What follows belongs to an exercise in optimizing a design on an open flow for small area, a short achievable clock period and few clock cycles per item; a production flow would make more cautious choices. At most, simulation tests tie the RTL to the original design; equivalence was not proved.

==> flow/design.v <==
`timescale 1ns / 1ps
module MD5(
    input clk,
    input rst_n,
    input hash_en,
    input rst_en,
    input w_en,
    input [2:0] w_addr,
    input [63:0] w_data,
    input r_addr,
    output wire [63:0] r_data,
    output wire hash_rdy
);
    localparam [31:0] IV_A = 32'h67452301;
    localparam [31:0] IV_B = 32'hefcdab89;
    localparam [31:0] IV_C = 32'h98badcfe;
    localparam [31:0] IV_D = 32'h10325476;
    function [31:0] k;
        input [5:0] idx;
        begin
            case (idx)
                6'd0:  k = 32'hd76aa478; 6'd1:  k = 32'he8c7b756; 6'd2:  k = 32'h242070db; 6'd3:  k = 32'hc1bdceee;
                6'd4:  k = 32'hf57c0faf; 6'd5:  k = 32'h4787c62a; 6'd6:  k = 32'ha8304613; 6'd7:  k = 32'hfd469501;
                6'd8:  k = 32'h698098d8; 6'd9:  k = 32'h8b44f7af; 6'd10: k = 32'hffff5bb1; 6'd11: k = 32'h895cd7be;
                6'd12: k = 32'h6b901122; 6'd13: k = 32'hfd987193; 6'd14: k = 32'ha679438e; 6'd15: k = 32'h49b40821;
                6'd16: k = 32'hf61e2562; 6'd17: k = 32'hc040b340; 6'd18: k = 32'h265e5a51; 6'd19: k = 32'he9b6c7aa;
                6'd20: k = 32'hd62f105d; 6'd21: k = 32'h02441453; 6'd22: k = 32'hd8a1e681; 6'd23: k = 32'he7d3fbc8;
                6'd24: k = 32'h21e1cde6; 6'd25: k = 32'hc33707d6; 6'd26: k = 32'hf4d50d87; 6'd27: k = 32'h455a14ed;
                6'd28: k = 32'ha9e3e905; 6'd29: k = 32'hfcefa3f8; 6'd30: k = 32'h676f02d9; 6'd31: k = 32'h8d2a4c8a;
                6'd32: k = 32'hfffa3942; 6'd33: k = 32'h8771f681; 6'd34: k = 32'h6d9d6122; 6'd35: k = 32'hfde5380c;
                6'd36: k = 32'ha4beea44; 6'd37: k = 32'h4bdecfa9; 6'd38: k = 32'hf6bb4b60; 6'd39: k = 32'hbebfbc70;
                6'd40: k = 32'h289b7ec6; 6'd41: k = 32'heaa127fa; 6'd42: k = 32'hd4ef3085; 6'd43: k = 32'h04881d05;
                6'd44: k = 32'hd9d4d039; 6'd45: k = 32'he6db99e5; 6'd46: k = 32'h1fa27cf8; 6'd47: k = 32'hc4ac5665;
                6'd48: k = 32'hf4292244; 6'd49: k = 32'h432aff97; 6'd50: k = 32'hab9423a7; 6'd51: k = 32'hfc93a039;
                6'd52: k = 32'h655b59c3; 6'd53: k = 32'h8f0ccc92; 6'd54: k = 32'hffeff47d; 6'd55: k = 32'h85845dd1;
                6'd56: k = 32'h6fa87e4f; 6'd57: k = 32'hfe2ce6e0; 6'd58: k = 32'ha3014314; 6'd59: k = 32'h4e0811a1;
                6'd60: k = 32'hf7537e82; 6'd61: k = 32'hbd3af235; 6'd62: k = 32'h2ad7d2bb; default: k = 32'heb86d391;
            endcase
        end
    endfunction
    function [31:0] rotl;
        input [31:0] x;
        input [4:0] n;
        begin
            rotl = (x << n) | (x >> (6'd32 - {1'b0, n}));
        end
    endfunction
    function [31:0] add_bk;
        input [31:0] a, b;
        reg [31:0] p, G, P;
        integer l, i;
        begin
            p = a ^ b;
            G = a & b;
            P = p;
            for (l = 0; l < 5; l = l + 1)
                for (i = (2 << l) - 1; i < 32; i = i + (2 << l)) begin
                    G[i] = G[i] | (P[i] & G[i - (1 << l)]);
                    P[i] = P[i] & P[i - (1 << l)];
                end
            for (l = 3; l >= 0; l = l - 1)
                for (i = (3 << l) - 1; i < 32; i = i + (2 << l)) begin
                    G[i] = G[i] | (P[i] & G[i - (1 << l)]);
                    P[i] = P[i] & P[i - (1 << l)];
                end
            add_bk = p ^ {G[30:0], 1'b0};
        end
    endfunction
    function [31:0] bswap;
        input [31:0] x;
        begin
            bswap = {x[7:0], x[15:8], x[23:16], x[31:24]};
        end
    endfunction
    localparam [7:0] TT_F = 8'hca;
    localparam [7:0] TT_G = 8'he4;
    localparam [7:0] TT_H = 8'h96;
    localparam [7:0] TT_I = 8'h39;
    function [7:0] rsel_of;             
        input [5:0] idx;
        begin
            case ({idx[5:4], idx[1:0]})
                4'd0:  rsel_of = {4'b0001, 4'b1000};    
                4'd1:  rsel_of = {4'b0010, 4'b1000};    
                4'd2:  rsel_of = {4'b0100, 4'b1000};    
                4'd3:  rsel_of = {4'b1000, 4'b0100};    
                4'd4:  rsel_of = {4'b0001, 4'b0010};    
                4'd5:  rsel_of = {4'b0010, 4'b0001};    
                4'd6:  rsel_of = {4'b0100, 4'b0001};    
                4'd7:  rsel_of = {4'b1000, 4'b0001};    
                4'd8:  rsel_of = {4'b0001, 4'b0001};    
                4'd9:  rsel_of = {4'b0010, 4'b0100};    
                4'd10: rsel_of = {4'b0100, 4'b0100};    
                4'd11: rsel_of = {4'b1000, 4'b1000};    
                4'd12: rsel_of = {4'b0001, 4'b0100};    
                4'd13: rsel_of = {4'b0010, 4'b0010};    
                4'd14: rsel_of = {4'b0100, 4'b0010};    
                default: rsel_of = {4'b1000, 4'b0010};  
            endcase
        end
    endfunction
    reg busy;
    reg r61, r62, fin;        
    reg last;                 
    reg [7:0] tt;             
    reg [3:0] rfine, rcoarse;
    reg [5:0] rn;             
    reg [15:0] gn;            
    reg [31:0] B, C, D;
    reg [31:0] P;             
    reg [31:0] ha, hb, hc, hd;
    reg iv;                   
    reg [63:0] slot [0:7];
    wire [31:0] Ha = iv ? IV_A : ha;
    wire [31:0] Hb = iv ? IV_B : hb;
    wire [31:0] Hc = iv ? IV_C : hc;
    wire [31:0] Hd = iv ? IV_D : hd;
    wire [31:0] Z1 = add_bk(r61 ? Ha : r62 ? Hd : fin ? Hc : Hb, B);
    reg [31:0] f;
    integer j;
    always @(*)
        for (j = 0; j < 32; j = j + 1)
            f[j] = tt[{B[j], C[j], D[j]}];
    wire [31:0] t = f + P;
    wire [31:0] r1 = ({32{rfine[0]}} & rotl(t, 5'd4)) | ({32{rfine[1]}} & rotl(t, 5'd5))
                   | ({32{rfine[2]}} & rotl(t, 5'd6)) | ({32{rfine[3]}} & rotl(t, 5'd7));
    wire [31:0] rt = ({32{rcoarse[0]}} & r1) | ({32{rcoarse[1]}} & rotl(r1, 5'd5))
                   | ({32{rcoarse[2]}} & rotl(r1, 5'd10)) | ({32{rcoarse[3]}} & rotl(r1, 5'd16));
    wire [31:0] Bn = B + rt;
    wire [31:0] B0 = rst_en ? IV_B : Hb;
    wire [31:0] C0 = rst_en ? IV_C : Hc;
    wire [31:0] D0 = rst_en ? IV_D : Hd;
    wire byp = ~busy & w_en & (w_addr == 3'd0);
    reg [31:0] wsel;
    always @(*) begin
        wsel = 32'd0;
        for (j = 0; j < 8; j = j + 1)
            wsel = wsel | ({32{gn[2*j]}} & slot[j][63:32]) | ({32{gn[2*j+1]}} & slot[j][31:0]);
    end
    wire [31:0] w_raw = byp ? w_data[63:32] : wsel;
    wire [31:0] An = busy ? D : (rst_en ? IV_A : Ha);
    wire [31:0] Kn = k(rn);
    wire [31:0] Wn = bswap(w_raw);
    wire [31:0] Ps = An ^ Kn ^ Wn;
    wire [31:0] Pc = (An & Kn) | (An & Wn) | (Kn & Wn);
    wire [31:0] Pn = Ps + {Pc[30:0], 1'b0};
    wire [5:0] rn1 = rn + 6'd1;
    reg [15:0] gn1;
    always @(*) begin
        if (rn[3:0] == 4'd15)
            gn1 = (rn[5:4] == 2'd0) ? 16'h0002 : (rn[5:4] == 2'd1) ? 16'h0020 : 16'h0001;
        else case (rn[5:4])
            2'd0: gn1 = {gn[14:0], gn[15]};
            2'd1: gn1 = {gn[10:0], gn[15:11]};
            2'd2: gn1 = {gn[12:0], gn[15:13]};
            default: gn1 = {gn[8:0], gn[15:9]};
        endcase
    end
    always @(posedge clk) begin
        for (j = 0; j < 8; j = j + 1)
            if (~busy & w_en & (w_addr == j))
                slot[j] <= w_data;
        P <= Pn;
        if (busy) begin
            B <= Bn;
            C <= B;
            D <= C;
        end else begin
            B <= B0;
            C <= C0;
            D <= D0;
        end
    end
    always @(posedge clk) begin
        if (r61)
            ha <= Z1;
        if (r62)
            hd <= Z1;
        if (fin)
            hc <= Z1;
        if (last)
            hb <= Z1;
    end
    always @(posedge clk or negedge rst_n) begin
        if (~rst_n) begin
            busy <= 1'b0;
            iv <= 1'b1;
            r61 <= 1'b0;
            r62 <= 1'b0;
            fin <= 1'b0;
            last <= 1'b0;
            {rcoarse, rfine} <= rsel_of(6'd0);
            tt <= TT_F;
            rn <= 6'd0;
            gn <= 16'h0001;
        end else if (busy) begin
            r61 <= (rn == 6'd61);
            r62 <= (rn == 6'd62);
            fin <= (rn == 6'd63);
            {rcoarse, rfine} <= rsel_of(rn);
            case (rn[5:4])
                2'd0: tt <= TT_F;
                2'd1: tt <= TT_G;
                2'd2: tt <= TT_H;
                default: tt <= TT_I;
            endcase
            rn <= rn1;
            gn <= gn1;
            last <= fin;
            if (last) begin
                busy <= 1'b0;
                iv <= 1'b0;
                rn <= 6'd0;
                gn <= 16'h0001;
            end
        end else if (hash_en) begin
            busy <= 1'b1;
            {rcoarse, rfine} <= rsel_of(6'd0);
            tt <= TT_F;
            rn <= 6'd1;
            gn <= 16'h0002;
            if (rst_en)
                iv <= 1'b1;
        end
    end
    assign hash_rdy = ~busy;
    assign r_data = r_addr ? {Ha, Hb} : {Hc, Hd};
endmodule
==> flow/config.mk <==
export PLATFORM = sky130hd
export DESIGN_NAME = MD5
export DESIGN_NICKNAME = MD5
export VERILOG_FILES = /design/flow/design.v
export SDC_FILE = /design/flow/constraint.sdc
export NUM_CORES = 4
export LEC_CHECK = 0
export ABC_AREA = 1
export CAP_MARGIN = 20
export CORE_MARGIN = 2
export CORE_UTILIZATION = 55
export CTS_BUF_LIST = sky130_fd_sc_hd__clkbuf_16
export CTS_CLUSTER_DIAMETER = 100
export CTS_CLUSTER_SIZE = 20
export SETUP_SLACK_MARGIN = 5
export SLEW_MARGIN = 20
==> flow/constraint.sdc <==
create_clock -name core_clock -period 12.0 [get_ports {clk}]
set_input_delay 2.4000 -clock core_clock [delete_from_list [all_inputs] [get_ports {clk}]]
set_output_delay 2.4000 -clock core_clock [all_outputs]
set_load 0.01 [all_outputs]
standard.sh (not shown) runs the stock make flow with config.mk's settings and CLKGATE_MAP_FILE= SYNTH_SCRIPT=/design/flow/synth_recipe.tcl, a recipe that flattens the netlist after the stock synthesis.
==> flow/flow/run.sh <==
#!/bin/bash
# The standard layout (standard.sh, unchanged synthesis and steps), with a
# larger setup margin for the resizer's timing repair so that it keeps
# working below the 12 ns clock, and plain buffers (buf_2) as the port
# buffers that buffer_ports inserts. The SDC and everything else are the standard flow's.
set -euo pipefail
MARGIN=6.3
export BUFFER_PORTS_ARGS="-buffer_cell sky130_fd_sc_hd__buf_2"
sed "s/SETUP_SLACK_MARGIN=[0-9.]*/SETUP_SLACK_MARGIN=${MARGIN}/" standard.sh > standard_margin.sh
bash standard_margin.sh > standard.log 2>&1
Testbench counts at the start, summed over its fixed seeds: cycles 28,032, blocks 384.
Change:
--- a/flow/design.v
+++ b/flow/design.v
@@ -100,11 +100,11 @@
         end
     endfunction
     reg busy;
     reg r61, r62, fin;        
     reg last;                 
-    reg [7:0] tt;             
+    reg [31:0] fr;            
     reg [3:0] rfine, rcoarse;
     reg [5:0] rn;             
     reg [15:0] gn;            
     reg [31:0] B, C, D;
     reg [31:0] P;             
@@ -114,24 +114,32 @@
     wire [31:0] Ha = iv ? IV_A : ha;
     wire [31:0] Hb = iv ? IV_B : hb;
     wire [31:0] Hc = iv ? IV_C : hc;
     wire [31:0] Hd = iv ? IV_D : hd;
     wire [31:0] Z1 = add_bk(r61 ? Ha : r62 ? Hd : fin ? Hc : Hb, B);
-    reg [31:0] f;
-    integer j;
-    always @(*)
-        for (j = 0; j < 32; j = j + 1)
-            f[j] = tt[{B[j], C[j], D[j]}];
-    wire [31:0] t = f + P;
+    wire [31:0] t = fr + P;
     wire [31:0] r1 = ({32{rfine[0]}} & rotl(t, 5'd4)) | ({32{rfine[1]}} & rotl(t, 5'd5))
                    | ({32{rfine[2]}} & rotl(t, 5'd6)) | ({32{rfine[3]}} & rotl(t, 5'd7));
     wire [31:0] rt = ({32{rcoarse[0]}} & r1) | ({32{rcoarse[1]}} & rotl(r1, 5'd5))
                    | ({32{rcoarse[2]}} & rotl(r1, 5'd10)) | ({32{rcoarse[3]}} & rotl(r1, 5'd16));
     wire [31:0] Bn = B + rt;
+    wire [7:0] ttn = (rn[5:4] == 2'd0) ? TT_F : (rn[5:4] == 2'd1) ? TT_G :
+                     (rn[5:4] == 2'd2) ? TT_H : TT_I;
+    reg [31:0] x1, x0;
+    integer j;
+    always @(*)
+        for (j = 0; j < 32; j = j + 1) begin
+            x1[j] = ttn[{1'b1, B[j], C[j]}];
+            x0[j] = ttn[{1'b0, B[j], C[j]}];
+        end
     wire [31:0] B0 = rst_en ? IV_B : Hb;
     wire [31:0] C0 = rst_en ? IV_C : Hc;
     wire [31:0] D0 = rst_en ? IV_D : Hd;
+    wire [31:0] fn_start = (B0 & C0) | (~B0 & D0);
+    wire [31:0] y1 = busy ? x1 : fn_start;
+    wire [31:0] y0 = busy ? x0 : fn_start;
+    wire [31:0] frd = (Bn & y1) | (~Bn & y0);
     wire byp = ~busy & w_en & (w_addr == 3'd0);
     reg [31:0] wsel;
     always @(*) begin
         wsel = 32'd0;
         for (j = 0; j < 8; j = j + 1)
@@ -159,10 +167,11 @@
     always @(posedge clk) begin
         for (j = 0; j < 8; j = j + 1)
             if (~busy & w_en & (w_addr == j))
                 slot[j] <= w_data;
         P <= Pn;
+        fr <= frd;
         if (busy) begin
             B <= Bn;
             C <= B;
             D <= C;
         end else begin
@@ -188,24 +197,17 @@
             r61 <= 1'b0;
             r62 <= 1'b0;
             fin <= 1'b0;
             last <= 1'b0;
             {rcoarse, rfine} <= rsel_of(6'd0);
-            tt <= TT_F;
             rn <= 6'd0;
             gn <= 16'h0001;
         end else if (busy) begin
             r61 <= (rn == 6'd61);
             r62 <= (rn == 6'd62);
             fin <= (rn == 6'd63);
             {rcoarse, rfine} <= rsel_of(rn);
-            case (rn[5:4])
-                2'd0: tt <= TT_F;
-                2'd1: tt <= TT_G;
-                2'd2: tt <= TT_H;
-                default: tt <= TT_I;
-            endcase
             rn <= rn1;
             gn <= gn1;
             last <= fin;
             if (last) begin
                 busy <= 1'b0;
@@ -214,11 +216,10 @@
                 gn <= 16'h0001;
             end
         end else if (hash_en) begin
             busy <= 1'b1;
             {rcoarse, rfine} <= rsel_of(6'd0);
-            tt <= TT_F;
             rn <= 6'd1;
             gn <= 16'h0002;
             if (rst_en)
                 iv <= 1'b1;
         end
Outcome: Routed wire length increases by 3.9%; hold slack is worse by 11 ps; area after synthesis increases by 3.0%; via count increases by 4.4%; setup slack is better by 44 ps; cell count increases by 4.4%; sequential share of layout area increases by 0.36 points; core utilization decreases by 0.90 points.
Testbench counts after the change, summed over its fixed seeds: cycles 28,032, blocks 384.


Another version of the RTL of MD5 (not shown whole).
Size in the first run: ~840 flip-flops.
export LEC_CHECK = 0
export ABC_AREA = 1
export CAP_MARGIN = 20
export CORE_MARGIN = 2
export CORE_UTILIZATION = 40
export SETUP_SLACK_MARGIN = 5
export SLEW_MARGIN = 20
create_clock -name core_clock -period 12.0 [get_ports {clk}]
==> flow/flow/run.sh <==
#!/bin/bash
# The standard layout (standard.sh, unchanged synthesis and steps), with a
# larger setup margin for the resizer's timing repair so that it keeps
# working below the 12 ns clock. The SDC and everything else are the standard flow's.
set -euo pipefail
MARGIN=6.3
sed "s/SETUP_SLACK_MARGIN=[0-9.]*/SETUP_SLACK_MARGIN=${MARGIN}/" standard.sh > standard_margin.sh
bash standard_margin.sh > standard.log 2>&1
Testbench counts at the start, summed over its fixed seeds: cycles 27,648, blocks 384.
Next try:
--- a/flow/design.v
+++ b/flow/design.v
@@ -163,25 +163,25 @@
     reg [31:0] wsel;
     always @(*) begin
         wsel = 32'd0;
         for (j = 0; j < 8; j = j + 1)
             wsel = wsel | ({32{gn[2*j]}} & slot[j][63:32]) | ({32{gn[2*j+1]}} & slot[j][31:0]);
     end
     wire [31:0] w_raw = byp ? w_data[63:32] : wsel;
     wire [31:0] An = busy ? D : (rst_en ? IV_A : Ha);
     wire [31:0] Kn = k(rn);
     wire [31:0] Wn = bswap(w_raw);
     wire [31:0] Ps = An ^ Kn ^ Wn;
     wire [31:0] Pc = (An & Kn) | (An & Wn) | (Kn & Wn);
-    wire [31:0] Pn = Ps + {Pc[30:0], 1'b0};
+    wire [31:0] Pn = add_bk(Ps, {Pc[30:0], 1'b0});
     wire [5:0] rn1 = rn + 6'd1;
     reg [15:0] gn1;
     always @(*) begin
         if (rn[3:0] == 4'd15)
             gn1 = (rn[5:4] == 2'd0) ? 16'h0002 : (rn[5:4] == 2'd1) ? 16'h0020 : 16'h0001;
         else case (rn[5:4])
             2'd0: gn1 = {gn[14:0], gn[15]};
             2'd1: gn1 = {gn[10:0], gn[15:11]};
             2'd2: gn1 = {gn[12:0], gn[15:13]};
             default: gn1 = {gn[8:0], gn[15:9]};
         endcase
     end
Outcome:
- clock-buffer cell count rises by 15
- final area is higher by 0.67%
- wire length decreases by 2.5%
- sequential share of layout area falls by 0.26 points
- final cell count went down by 0.73%
Function not checked in the second run of this note: the RTL went through the layout flow alone.

[what the ideal ports hide]
How much do the figures lean on ideal ports? The routed layouts below were timed once more, with nothing changed but the port constraints.
Step 1 sets driving cells, clkbuf_16 on the clock port and buf_2 on the other inputs (assumed; they add their load-dependent delay and slew).
Step 2 adds t to the input delays and takes it off the output delays; t is the mean of the earliest and latest rising clock arrival at the registers after step 1. Input paths then give back, and output paths get back, about the clock's delay inside the block.
Slacks: no drivers / after step 1 / after step 2; pairs: no drivers / after step 1.
| run | t (ns) | setup WS [ns] | hold WS [ns] | worst setup path after step 2 | clock arrival spread, ns |
|---|---|---|---|---|---|
| the first run of note 1 | 0.696 | 6.185 / 6.078 / 5.754 | 0.547 / 0.547 / 0.547 | input to register | 0.043 / 0.043 |
| the second run of note 1 | 0.722 | 6.229 / 6.092 / 5.704 | 0.536 / 0.536 / 0.536 | input to register | 0.074 / 0.075 |
| the first run of note 2 | 0.760 | 6.246 / 5.937 / 5.695 | 0.502 / 0.502 / 0.502 | input to register | 0.060 / 0.060 |
| the second run of note 2 | 0.732 | 5.960 / 5.871 / 5.260 | 0.543 / 0.543 / 0.543 | input to register | 0.038 / 0.039 |
After both steps every run listed still meets setup and hold. The setup slack of the second run of note 2, which loses most, moves by -0.089 ns with the drivers and by -0.700 ns with both steps.
